This is an optimization exercise on Yosys and OpenROAD, whose aim is small area, not a production implementation.
In this exercise RTL edits were held to simulation tests only and were not proved equivalent to the original.

## run 1
Design Multiplier_Pipeline, start of the top module:
module Multiplier_Pipeline
#(
    parameter WORD_WIDTH                    = 36,
    parameter CONFIG_ADDR                   = 4000,
    parameter CONFIG_ADDR_WIDTH             = 12,
    parameter THREAD_COUNT                  = 8,
    parameter RAMSTYLE                      = "MLAB"
)
(
    input   wire                            clock,
    input   wire    [CONFIG_ADDR_WIDTH-1:0] config_addr,
    input   wire                            config_signed,  
    input   wire                            config_enable,
    input   wire    [WORD_WIDTH-1:0]        A,
    input   wire                            A_wren,
    input   wire    [WORD_WIDTH-1:0]        B,
    input   wire                            B_wren,
    output  wire    [WORD_WIDTH-1:0]        R_low,
    output  wire    [WORD_WIDTH-1:0]        R_high
);
For scale: roughly 3700 cells after synthesis, about 42000 sq um of cells after synthesis.
Settings: LEC_CHECK=0, ABC_AREA=1, CAP_MARGIN=20, CORE_MARGIN=2, CORE_UTILIZATION=70, CTS_BUF_LIST=sky130_fd_sc_hd__clkbuf_16, CTS_CLUSTER_DIAMETER=80, CTS_CLUSTER_SIZE=36, SLEW_MARGIN=20, SYNTH_HIERARCHICAL=1; clock period 8.5 ns.
standard.sh (not shown) runs the stock make flow with config.mk's settings and CLKGATE_MAP_FILE= SYNTH_SCRIPT=/design/flow/synth_recipe.tcl, a recipe that flattens the netlist after the stock synthesis.
==> flow/flow/run.sh <==
#!/bin/bash
# The standard layout (standard.sh: standard synthesis and ORFS steps) with
# two changes:
#  - after synthesis, combinational cells that ABC mapped to a stronger drive
#    are set back to the weakest drive of the same function (downsize.tcl);
#    ORFS's placement and timing repair upsize what needs it;
#  - the smallest buffer (buf_1) on every input and output port instead of the
#    one buffer_ports picks by default (BUFFER_PORTS_ARGS, read by ORFS's
#    global placement step).
# Each tool's output goes to a log file here: synth.log, downsize.log,
# standard.log; ORFS's per-step logs stay under orfs/logs/.
set -euo pipefail
export BUFFER_PORTS_ARGS="-buffer_cell sky130_fd_sc_hd__buf_1"
bash standard.sh synth > synth.log 2>&1
RESULTS=$PWD/orfs/results/$FLOW_PLATFORM/Multiplier_Pipeline/base openroad -no_init -exit flow/downsize.tcl > downsize.log 2>&1
touch orfs/results/$FLOW_PLATFORM/Multiplier_Pipeline/base/1_synth.sdc
bash standard.sh > standard.log 2>&1
==> flow/flow/downsize.tcl <==
# Set every combinational cell that synthesis mapped to a stronger drive back to
# the weakest drive of the same function. Placement and timing repair later
# upsize whatever needs it. Registers, buffers and inverters are left alone.
read_liberty $::env(FLOW_HOME)/platforms/sky130hd/lib/sky130_fd_sc_hd__tt_025C_1v80.lib
set odb $::env(RESULTS)/1_synth.odb
read_db $odb
set n 0
foreach inst [[ord::get_db_block] getInsts] {
  set master [[$inst getMaster] getName]
  if {![regexp {^sky130_fd_sc_hd__([a-z0-9]+)_([0-9]+)$} $master -> fn drive]} { continue }
  if {$drive <= 1} { continue }
  if {[regexp {^(df|edf|sdf|dl|buf|clkbuf|inv|clkinv|bufinv|conb|tap|fill|decap|diode|clkdly|dlygate|dlymetal)} $fn]} { continue }
  foreach d {1 0} {
    set small "sky130_fd_sc_hd__${fn}_$d"
    if {[[ord::get_db] findMaster $small] ne "NULL"} {
      $inst swapMaster [[ord::get_db] findMaster $small]
      incr n
      break
    }
  }
}
puts "downsized $n instances"
write_db $odb
Edits applied to the flow inputs when going from run 1 to run 2:
- CTS_CLUSTER_SIZE changed from 36 to 30
- CTS_CLUSTER_DIAMETER changed from 80 to 100
- CORE_UTILIZATION changed from 70 to 60
[summary]
Compared with run 1, in run 2 routed length on met2 now sits higher, iteration-0 DRC count of the detailed router -307, number of vias in the routed layout decreased 376.
Count of clock-buffer cells in the layout, run 2 vs run 1: up by more than 10%
Run 1 has a lower wire length of the first global-routing pass than run 2.
Reported for run 1 and run 2, area used by sequential logic in the layout turned out identical to the last digit.
[diff] least setup slack across all paths after layout, run 2 relative to run 1: improvement
### run 2 -> run 3
- a change of CAP_MARGIN from 20 to 0
- a change of SLEW_MARGIN from 20 to 0
Notes after the runs:
Relative to run 2, the required time reported for the critical path endpoint of run 3 is lower by 20 ps.
Delta(setup slack, run 3 - run 2) > 0
Looking at run 2 and run 3, the fraction of met3 tracks used by global routing is a wash.
Run 2 and run 3 ended up with nearly the same utilization.
Run 3 and run 2 ended up with roughly the same wire length of the first global-routing pass.
For run 4, these inputs were changed with respect to run 3:
- SLEW_MARGIN changed from 0 to 20
- CAP_MARGIN changed from 0 to 20
- GPL_TIMING_DRIVEN newly set to 0
Findings:
- For clock transition at the registers of the reported paths, run 3 and run 4 come out practically identical.
- When run 4 is measured against run 3, its total of fill cells in the finished design turns out 41 lower.

[re-timing with driven ports]
Ports are ideal in the flow. The routed layouts listed here were re-timed in OpenROAD.
Step 1 assumes that a clkbuf_16 drives the clock port and a buf_2 every other input.
Step 2 adds t to the input delays and takes it off the output delays; t is the mean of the earliest and latest rising clock arrival at the registers after step 1. Input paths then give back, and output paths get back, about the clock's delay inside the block.
Three values: ideal, step 1, step 2; two values: the first two.
| run | t, ns | slack for setup (ns) | worst slew at a driven data input, ns |
|---|---|---|---|
| run 1 | 0.682 | 0.647 / 0.647 / 0.647 | 0.07 |
| run 2 | 0.719 | 0.873 / 0.873 / 0.873 | 0.06 |
| run 3 | 0.717 | 0.944 / 0.944 / 0.944 | 0.06 |
| run 4 | 0.706 | 0.373 / 0.373 / 0.373 | 0.04 |
After both steps setup and hold are still met in every run listed.
